Source: an optimization exercise on an open RTL-to-GDS flow (aim: small area, a short achievable clock period and few clock cycles per item). Production flows keep margins and buffers that such runs may drop. Where RTL was checked, it was by simulation tests only, not by an equivalence proof against the original. The clock input has no modelled driver; a real chip could not lean on it and would need a root buffer or a full tree. Power is estimated from default activity; no workload was simulated.

before:
Design prng, start of the top module:
module prng (
	input clk,     
	input rst,   
	input [31:0] seed,
	input start,
	input cont,
	output reg done,
	output [31:0] rand_num
);
Size: roughly 370 cells after synthesis, about 40 flip-flops, roughly 69 I/O pins, about 3000 um^2 of cells after synthesis.
Settings: LEC_CHECK=0, CAP_MARGIN=20, CORE_MARGIN=2, CORE_UTILIZATION=40, SLEW_MARGIN=70; clock period 9.0 ns.
standard.sh (not shown) runs the stock make flow with config.mk's settings and CLKGATE_MAP_FILE= SYNTH_SCRIPT=/design/flow/synth_recipe.tcl, a recipe that flattens the netlist after the stock synthesis.
==> flow/flow/run.sh <==
#!/bin/bash
# The standard layout, with the port buffers made of plain buffers
# (sky130_fd_sc_hd__buf_2) instead of the cell buffer_ports picks by itself.
set -euo pipefail
export BUFFER_PORTS_ARGS="-buffer_cell sky130_fd_sc_hd__buf_2"

bash standard.sh > standard.log 2>&1
Here is what was changed in the inputs of after compared with before.
-- flow/design.v --
<<< before, line 12
reg  [2:0] cnt;        
reg [30:0] acc;        
reg  [3:0] en;         
wire [30:0] a = acc;
wire [30:0] b = ~{acc[2:0], acc[30:3]} & {{7{en[3]}}, {8{en[2]}}, {8{en[1]}}, {8{en[0]}}};
wire [30:0] g0 = a & b;
wire [30:0] p0 = a ^ b;
>>> after, line 12
reg  [2:0] cnt;        
reg [30:0] acc;        
wire [30:0] a = acc;
wire [30:0] b = ~{acc[2:0], acc[30:3]} & {31{busy}};
wire [30:0] g0 = a & b;
wire [30:0] p0 = a ^ b;
<<< before, line 186
end
always @(posedge clk) begin
	if (rst) begin
		en <= 4'd0;
	end else if (busy) begin
		if (cnt == 3'd4)          en[0] <= 1'b0;
		if (cnt[2])               en[1] <= 1'b0;
		if (cnt[2] && !cnt[1])    en[2] <= 1'b0;
		if (cnt[2] && !cnt[0])    en[3] <= 1'b0;
	end else if (!done && start) begin
		en <= 4'hf;
	end
end
always @(posedge clk) begin
	if (busy || done)
		acc <= sum;
>>> after, line 185
end
always @(posedge clk) begin
	if (busy || done)
		acc <= sum;
### Flow results
- Every stage of the flow completed for after, and the final layout passed the timing, design-rule and antenna checks.
- Against before, routed length on met1 in after fell by a few percent.
- From before to after the numbers moved as follows: cell total after placement lower; clock network latency to the later pin of the worst-skew pair lower; synthesized area lower; total power higher; total placed instance area lower.
- before → after: fraction of area in clock buffers and inverters closely matched the old numbers, total detailed-routing wirelength decreased by about 5.4% relative to the old numbers, routing usage on met3 increased by 0.31 points relative to the old numbers, design area decreased by 3.3% relative to the old numbers.
- Xor and xnor fraction of the mapped netlist area was higher in the run labelled after.
- before → after: total met3 wirelength after detailed routing climbed 19%, largest net degree at the start of global routing climbed 83%.
Testbench counts of after, summed over its fixed seeds: cycles 18,432, items 2,048.
No functional check of the RTL was part of before.

---

== run 2 ==
The RTL this note starts from:
==> flow/design.v <==
`timescale 1ns / 1ps
module prng (
	input clk,     
	input rst,   
	input [31:0] seed,
	input start,
	input cont,
	output reg done,
	output [31:0] rand_num
);
localparam B  = 4;                 
localparam NB = (31 + B - 1) / B;  
reg [30:0] acc;    
reg  [2:0] cnt;    
reg  [2:0] nen;    
wire busy = !nen[0];
assign rand_num = {1'b0, acc};
wire [30:0] nen_bits = {{10{nen[2]}}, {10{nen[1]}}, {11{nen[0]}}};
wire [30:0] b = ~({acc[2:0], acc[30:3]} | nen_bits);
wire [30:0] g = acc & b;    
wire [30:0] p = acc ^ b;    
localparam LB = (B > 8) ? 4 : (B > 4) ? 3 : (B > 2) ? 2 : (B > 1) ? 1 : 0;   
wire [30:0] lg [0:LB];
wire [30:0] lp [0:LB];
wire [30:0] gl = lg[LB];
wire [30:0] pl = lp[LB];
assign lg[0] = g;
assign lp[0] = p;
wire [NB-1:0] bg, bp;
wire [30:0] c;
genvar i, j, k;
generate
	for (k = 0; k < LB; k = k + 1) begin : local_level
		for (i = 0; i < 31; i = i + 1) begin : local_bit
			localparam LO = i - i % B;
			localparam OFF = i % B;
			localparam J = LO + (OFF & ~((2 << k) - 1)) + (1 << k) - 1;
			if ((OFF >> k) & 1) begin : merge
				assign lg[k+1][i] = lg[k][i] | lp[k][i] & lg[k][J];
				assign lp[k+1][i] = lp[k][i] & lp[k][J];
			end else begin : pass
				assign lg[k+1][i] = lg[k][i];
				assign lp[k+1][i] = lp[k][i];
			end
		end
	end
	for (j = 0; j < NB; j = j + 1) begin : block_gp
		localparam TOP = (j * B + B - 1 > 30) ? 30 : j * B + B - 1;
		assign bg[j] = gl[TOP];
		assign bp[j] = pl[TOP];
	end
endgenerate
localparam L = (NB > 16) ? 5 : (NB > 8) ? 4 : (NB > 4) ? 3 : (NB > 2) ? 2 : 1;   
wire [NB-1:0] cg [0:L];
wire [NB-1:0] cp [0:L];
assign cg[0] = bg;
assign cp[0] = bp;
generate
	for (k = 0; k < L; k = k + 1) begin : ring_level
		for (j = 0; j < NB; j = j + 1) begin : ring_block
			localparam J2 = (j + NB - (1 << k) % NB) % NB;
			assign cg[k+1][j] = cg[k][j] | cp[k][j] & cg[k][J2];
			assign cp[k+1][j] = cp[k][j] & cp[k][J2];
		end
	end
	for (i = 0; i < 31; i = i + 1) begin : carry
		localparam BI = i / B;
		localparam BPREV = (BI + NB - 1) % NB;
		if (i % B == 0) begin : first
			assign c[i] = cg[L][BPREV];
		end else begin : next
			assign c[i] = gl[i-1] | pl[i-1] & cg[L][BPREV];
		end
	end
endgenerate
wire [2:0]  keep = ~nen | {3{done}};
wire [30:0] keep_bits = {{10{keep[2]}}, {10{keep[1]}}, {11{keep[0]}}};
wire [30:0] x = (p & keep_bits) | ({seed[15:0], seed[30:16]} & ~keep_bits);
always @(posedge clk)
	acc <= x ^ c;
always @(posedge clk) begin
	if (rst) begin
		nen  <= 3'b111;
		done <= 1'b0;
		cnt  <= 3'd0;
	end else if (busy) begin
		cnt <= cnt + 3'd1;
		if (cnt == 3'd4)        nen[0] <= 1'b1;
		if (cnt[2])             nen[1] <= 1'b1;
		if (cnt[2] && !cnt[1])  nen[2] <= 1'b1;
		if (cnt == 3'd4)        done  <= 1'b1;
	end else if (done) begin
		if (!start) done <= 1'b0;
	end else if (start) begin
		nen <= 3'b000;
		cnt <= 3'd0;
	end
end
endmodule
==> flow/config.mk <==
export PLATFORM = sky130hd
export DESIGN_NAME = prng
export DESIGN_NICKNAME = prng
export VERILOG_FILES = /design/flow/design.v
export SDC_FILE = /design/flow/constraint.sdc
export NUM_CORES = 8
export LEC_CHECK = 0
export CAP_MARGIN = 20
export CORE_MARGIN = 2
export CORE_UTILIZATION = 40
export SLEW_MARGIN = 70
==> flow/constraint.sdc <==
create_clock -name core_clock -period 9.0 [get_ports {clk}]
set_input_delay 1.8000 -clock core_clock [delete_from_list [all_inputs] [get_ports {clk}]]
set_output_delay 1.8000 -clock core_clock [all_outputs]
set_load 0.01 [all_outputs]
==> flow/flow/run.sh <==
#!/bin/bash
# The standard layout (standard.sh) with these changes:
#  - synthesis: ABC maps the logic with flow/abc.script instead of ORFS's
#    abc_speed.script; everything else, registers included, is as in the
#    standard flow;
#  - the port buffers are plain buffers (sky130_fd_sc_hd__buf_1) instead of
#    the cell buffer_ports picks by itself;
#  - timing repair aims for 6.3 ns of setup slack.
set -euo pipefail
cp -r "$FLOW_HOME/scripts" scripts
cp flow/abc.script scripts/abc_speed.script
export SCRIPTS_DIR="$PWD/scripts"
export BUFFER_PORTS_ARGS="-buffer_cell sky130_fd_sc_hd__buf_1"
export SETUP_SLACK_MARGIN=6.3
bash standard.sh > standard.log 2>&1
==> flow/flow/abc.script <==
strash
dch
amap
topo
stime -c
buffer -c
upsize -c
dnsize -c
[inputs] run 4 vs run 2
--- a/flow/design.v
+++ b/flow/design.v
@@ -10,14 +10,14 @@
 );
 localparam B  = 4;                 
 localparam NB = (31 + B - 1) / B;  
 reg [30:0] acc;    
 reg  [2:0] cnt;    
-reg  [2:0] nen;    
+reg  [3:0] nen;    
 wire busy = !nen[0];
 assign rand_num = {1'b0, acc};
-wire [30:0] nen_bits = {{10{nen[2]}}, {10{nen[1]}}, {11{nen[0]}}};
+wire [30:0] nen_bits = {{7{nen[3]}}, {8{nen[2]}}, {8{nen[1]}}, {8{nen[0]}}};
 wire [30:0] b = ~({acc[2:0], acc[30:3]} | nen_bits);
 wire [30:0] g = acc & b;    
 wire [30:0] p = acc ^ b;    
 localparam LB = (B > 8) ? 4 : (B > 4) ? 3 : (B > 2) ? 2 : (B > 1) ? 1 : 0;   
 wire [30:0] lg [0:LB];
@@ -71,29 +71,28 @@
 		end else begin : next
 			assign c[i] = gl[i-1] | pl[i-1] & cg[L][BPREV];
 		end
 	end
 endgenerate
-wire [2:0]  keep = ~nen | {3{done}};
-wire [30:0] keep_bits = {{10{keep[2]}}, {10{keep[1]}}, {11{keep[0]}}};
-wire [30:0] x = (p & keep_bits) | ({seed[15:0], seed[30:16]} & ~keep_bits);
+wire [30:0] x = (busy || done) ? p : {seed[15:0], seed[30:16]};
 always @(posedge clk)
 	acc <= x ^ c;
 always @(posedge clk) begin
 	if (rst) begin
-		nen  <= 3'b111;
+		nen  <= 4'hf;
 		done <= 1'b0;
 		cnt  <= 3'd0;
 	end else if (busy) begin
 		cnt <= cnt + 3'd1;
 		if (cnt == 3'd4)        nen[0] <= 1'b1;
 		if (cnt[2])             nen[1] <= 1'b1;
 		if (cnt[2] && !cnt[1])  nen[2] <= 1'b1;
+		if (cnt[2] && !cnt[0])  nen[3] <= 1'b1;
 		if (cnt == 3'd4)        done  <= 1'b1;
 	end else if (done) begin
 		if (!start) done <= 1'b0;
 	end else if (start) begin
-		nen <= 3'b000;
+		nen <= 4'd0;
 		cnt <= 3'd0;
 	end
 end
 endmodule
[summary]
- Side by side, switching share of total power turned out higher in run 4 than in run 2.
- In run 4 the clock share of power turned out 0.4 points higher than in run 2.
- Diff run 2 -> run 4: final clock period utilization by the worst path fell 0.29 points, share of the synthesized area in compound gates (AO/OA/AOI/OAI) fell 0.35 points, total wire length after detailed routing about even, fraction of area in clock buffers and inverters about even.
- Diff run 4..run 2 | clock power | negligible
- Area taken by multi-input logic gates: run 4 vs run 2 down 20 µm²
- Going from run 2 to run 4, area of the mapped netlist shows an increase of about 1.3%; register bit count reported by yosys moved up; number of placed cells counting well taps now larger; cell-internal power went down.
- The higher share of the core filled with cells came out of run 2.
Testbench counts of run 4, summed over its fixed seeds: cycles 18,432, items 2,048.
Only the layout flow was run in run 2; the RTL was not checked for function there.

---

== the reference run ==
// prng: RTL as listed in full above, without the edits since
clock: 9.0 ns
lec_check: 0
cap_margin: 20
core_margin: 2
core_utilization: 40
slew_margin: 40
==> flow/flow/run.sh <==
#!/bin/bash
# The standard layout (standard.sh) with these changes:
#  - synthesis: ABC maps the logic with flow/abc.script instead of ORFS's
#    abc_speed.script; everything else, registers included, is as in the
#    standard flow;
#  - the port buffers are plain buffers (sky130_fd_sc_hd__buf_1) instead of
#    the cell buffer_ports picks by itself;
#  - after clock tree synthesis, flow/clock_tree.tcl replaces the two-level
#    clock tree with one level of clock buffers;
#  - timing repair aims for 6.3 ns of setup slack.
set -euo pipefail
cp -r "$FLOW_HOME/scripts" scripts
cp flow/abc.script scripts/abc_speed.script
export SCRIPTS_DIR="$PWD/scripts"
export BUFFER_PORTS_ARGS="-buffer_cell sky130_fd_sc_hd__buf_1"
export POST_CTS_TCL="$PWD/flow/clock_tree.tcl"
export SETUP_SLACK_MARGIN=6.3
bash standard.sh > standard.log 2>&1
Other scripts of this flow, unchanged in this note and not shown: flow/flow/abc.script, flow/flow/clock_tree.tcl
The inputs of the trial run differ from those of the reference run as listed below.
--- a/flow/design.v
+++ b/flow/design.v
@@ -12,10 +12,10 @@
 localparam NB = (31 + B - 1) / B;  
 reg [30:0] acc;    
 reg  [2:0] cnt;    
-reg  [2:0] nen;    
+reg  [3:0] nen;    
 wire busy = !nen[0];
 assign rand_num = {1'b0, acc};
-wire [30:0] nen_bits = {{10{nen[2]}}, {10{nen[1]}}, {11{nen[0]}}};
+wire [30:0] nen_bits = {{7{nen[3]}}, {8{nen[2]}}, {8{nen[1]}}, {8{nen[0]}}};
 wire [30:0] b = ~({acc[2:0], acc[30:3]} | nen_bits);
 wire [30:0] g = acc & b;    
 wire [30:0] p = acc ^ b;    
@@ -73,27 +73,27 @@
 		end
 	end
 endgenerate
-wire [2:0]  keep = ~nen | {3{done}};
-wire [30:0] keep_bits = {{10{keep[2]}}, {10{keep[1]}}, {11{keep[0]}}};
+wire [3:0]  keep = ~nen | {4{done}};
+wire [30:0] keep_bits = {{7{keep[3]}}, {8{keep[2]}}, {8{keep[1]}}, {8{keep[0]}}};
 wire [30:0] x = (p & keep_bits) | ({seed[15:0], seed[30:16]} & ~keep_bits);
 always @(posedge clk)
 	acc <= x ^ c;
+always @(posedge clk)
+	cnt <= busy ? cnt + 3'd1 : 3'd0;
 always @(posedge clk) begin
 	if (rst) begin
-		nen  <= 3'b111;
+		nen  <= 4'hf;
 		done <= 1'b0;
-		cnt  <= 3'd0;
 	end else if (busy) begin
-		cnt <= cnt + 3'd1;
 		if (cnt == 3'd4)        nen[0] <= 1'b1;
 		if (cnt[2])             nen[1] <= 1'b1;
 		if (cnt[2] && !cnt[1])  nen[2] <= 1'b1;
-		if (cnt == 3'd4)        done  <= 1'b1;
+		if (cnt[2] && !cnt[0])  nen[3] <= 1'b1;
+		if (cnt == 3'd4)        done   <= 1'b1;
 	end else if (done) begin
 		if (!start) done <= 1'b0;
 	end else if (start) begin
-		nen <= 3'b000;
-		cnt <= 3'd0;
+		nen <= 4'd0;
 	end
 end
 endmodule
==> notes.md <==
Final worst hold slack: the trial run vs the reference run down 0.027 ns
NOTE overall die area the reference run->the trial run decreased slightly
[diff] relative slew slack, the trial run relative to the reference run: regression
Compared with the reference run, in the trial run fraction of the mapped netlist area in compound gates has decreased, share of power burned in combinational logic now sits lower.
Looking at synthesized cell count, the trial run sits below the reference run.
Against the reference run, the final cell area of the trial run is lower.
Taking the reference run as the reference, in the trial run fmax picked up an extra 4.5%, number of sequential cells went up by 2.6%, multiplexer share of the synthesized area was more or less identical.
Looking at slowest library cell on the worst path, the dfxtp_4 result is from the trial run; the or2_2 one comes from the reference run.
| part of the cycle the worst path needs | higher: the reference run |
From the reference run to the trial run the numbers moved as follows: critical path depth moved up, number of cell rows level, number of nets in the synthesized netlist moved down.
No run of this note included a check of the RTL's function; only the layout flow was run. No run of this note takes its clock network from TritonCTS; it comes from the design's own scripts or RTL.

---

RTL: the design.v shown in full above, as it stands there.
clock: 9.0 ns
lec_check: 0
cap_margin: 20
core_margin: 2
core_utilization: 40
slew_margin: 40
==> flow/flow/abc.script <==
&get -n
&st
&syn2
&dch
&nf -R 20
&put
buffer -c
topo
stime -c
upsize -c
dnsize -c
==> flow/flow/clock_tree.tcl <==
# POST_CTS hook: replace the clock tree that clock_tree_synthesis built (a
# root buffer feeding leaf buffers) with a single level of buffers: the clock
# port drives NBUF clock buffers, each driving the clock pins of one group of
# nearby flip-flops. Every flip-flop's clock passes through exactly one
# buffer, so the clock arrives at all of them at about the same time.
set nbuf 4
set cell sky130_fd_sc_hd__clkbuf_8

set block [ord::get_db_block]
set db [ord::get_db]
set clk_net [[$block findBTerm clk] getNet]

# Walk the clock network from the port: buffers to remove, and the clock pins
# of the cells they (or the port) drive.
set bufs {}
set loads {}
set sinks {}
set todo [list $clk_net]
while {[llength $todo] > 0} {
  set net [lindex $todo 0]
  set todo [lrange $todo 1 end]
  foreach it [$net getITerms] {
    if {![$it isInputSignal] && [$it getIoType] ne "INPUT"} { continue }
    set inst [$it getInst]
    set m [[$inst getMaster] getName]
    if {[string match "sky130_fd_sc_hd__clkbuf_*" $m] || [string match "sky130_fd_sc_hd__buf_*" $m]} {
      lappend bufs $inst
      lappend todo [[$inst findITerm X] getNet]
    } elseif {[string match "clkload*" [$inst getName]]} {
      # a dummy load clock_tree_synthesis added to balance its tree
      lappend loads $inst
    } else {
      lappend sinks $it
    }
  }
}
puts "clock_tree.tcl: [llength $bufs] clock buffers and [llength $loads] dummy loads removed, [llength $sinks] clock pins"

foreach inst $loads {
  foreach it [$inst getITerms] { if {[$it getNet] ne "NULL"} { $it disconnect } }
  odb::dbInst_destroy $inst
}

foreach inst $bufs {
  set onet [[$inst findITerm X] getNet]
  foreach it [$onet getITerms] { $it disconnect }
  [$inst findITerm A] disconnect
  odb::dbInst_destroy $inst
  odb::dbNet_destroy $onet
}

# Group the clock pins: split by x into halves, then each half by y.
proc split_by {pts idx n} {
  set pts [lsort -integer -index $idx $pts]
  set per [expr {int(ceil(double([llength $pts]) / $n))}]
  set out {}
  for {set k 0} {$k < $n} {incr k} {
    lappend out [lrange $pts [expr {$k * $per}] [expr {($k + 1) * $per - 1}]]
  }
  return $out
}
set pts {}
foreach it $sinks {
  set loc [[$it getInst] getLocation]
  lappend pts [list [lindex $loc 0] [lindex $loc 1] $it]
}
set groups {}
foreach half [split_by $pts 0 [expr {$nbuf / 2}]] {
  foreach g [split_by $half 1 2] { lappend groups $g }
}

set master [$db findMaster $cell]
set k 0
foreach grp $groups {
  if {[llength $grp] == 0} { continue }
  set sx 0
  set sy 0
  foreach p $grp {
    incr sx [lindex $p 0]
    incr sy [lindex $p 1]
  }
  set b [odb::dbInst_create $block $master clkbuf_leaf_$k]
  set net [odb::dbNet_create $block clknet_leaf_$k]
  $net setSigType CLOCK
  [$b findITerm A] connect $clk_net
  [$b findITerm X] connect $net
  foreach p $grp { [lindex $p 2] connect $net }
  $b setLocation [expr {$sx / [llength $grp]}] [expr {$sy / [llength $grp]}]
  $b setPlacementStatus PLACED
  incr k
}
puts "clock_tree.tcl: $k clock buffers ($cell) inserted"
detailed_placement
check_placement -verbose
Scripts as last shown in full above: flow/flow/run.sh
The starting point stopped in clock tree synthesis.
Change:
--- a/flow/design.v
+++ b/flow/design.v
@@ -13,8 +13,8 @@
 reg [30:0] acc;    
 reg  [2:0] cnt;    
-reg  [2:0] nen;    
+reg  [3:0] nen;    
 wire busy = !nen[0];
 assign rand_num = {1'b0, acc};
-wire [30:0] nen_bits = {{10{nen[2]}}, {10{nen[1]}}, {11{nen[0]}}};
+wire [30:0] nen_bits = {{7{nen[3]}}, {8{nen[2]}}, {8{nen[1]}}, {8{nen[0]}}};
 wire [30:0] b = ~({acc[2:0], acc[30:3]} | nen_bits);
 wire [30:0] g = acc & b;    
@@ -74,6 +74,6 @@
 	end
 endgenerate
-wire [2:0]  keep = ~nen | {3{done}};
-wire [30:0] keep_bits = {{10{keep[2]}}, {10{keep[1]}}, {11{keep[0]}}};
+wire [3:0]  keep = ~nen | {4{done}};
+wire [30:0] keep_bits = {{7{keep[3]}}, {8{keep[2]}}, {8{keep[1]}}, {8{keep[0]}}};
 wire [30:0] x = (p & keep_bits) | ({seed[15:0], seed[30:16]} & ~keep_bits);
 always @(posedge clk)
@@ -81,5 +81,5 @@
 always @(posedge clk) begin
 	if (rst) begin
-		nen  <= 3'b111;
+		nen  <= 4'hf;
 		done <= 1'b0;
 		cnt  <= 3'd0;
@@ -89,9 +89,10 @@
 		if (cnt[2])             nen[1] <= 1'b1;
 		if (cnt[2] && !cnt[1])  nen[2] <= 1'b1;
+		if (cnt[2] && !cnt[0])  nen[3] <= 1'b1;
 		if (cnt == 3'd4)        done  <= 1'b1;
 	end else if (done) begin
 		if (!start) done <= 1'b0;
 	end else if (start) begin
-		nen <= 3'b000;
+		nen <= 4'd0;
 		cnt <= 3'd0;
 	end
After rerunning: The changed run finished clean. Area after synthesis came out higher by 1.1%. Synthesized cell count came out higher by 0.93%.
Testbench counts after the change, summed over its fixed seeds: cycles 18,432, items 2,048.
The RTL of the first run of this note was laid out without a check of its function. The clock cells of the second run of this note come from the design's own scripts or RTL, not from TritonCTS.

## separate check: timing with driven ports
The results above use ideal ports. As a check the final layouts listed here were re-extracted and re-timed, cells and wires unchanged.
Step 1 assumes that a clkbuf_16 drives the clock port and a buf_2 every other input.
Step 2, shift: input delay + t, output delay - t, t = (earliest + latest rising clock arrival at the registers) / 2. This alone moves slack from input paths to output paths.
Slacks: ideal / step 1 / step 2; pairs: ideal / step 1.
| run | t, ns | setup WS [ns] | slew at the worst register clock pin (ns) |
|---|---|---|---|
| before | 0.332 | 5.921 / 5.921 / 5.921 | 0.09 / 0.09 |
| after | 0.326 | 5.954 / 5.954 / 5.954 | 0.07 / 0.07 |
| run 2 | 0.318 | 6.323 / 6.292 / 6.356 | 0.08 / 0.08 |
| run 4 | 0.316 | 6.349 / 6.322 / 6.448 | 0.09 / 0.09 |
| the reference run | 0.194 | 6.348 / 6.389 / 6.195 | 0.07 / 0.07 |
| the trial run | 0.193 | 6.462 / 6.440 / 6.411 | 0.08 / 0.08 |
| the second run of note 4 | 0.194 | 6.462 / 6.402 / 6.355 | 0.08 / 0.08 |
After both steps setup and hold are still met in every run listed. The setup slack of the reference run, which loses most, moves by +0.041 ns with the drivers and by -0.153 ns with both steps.
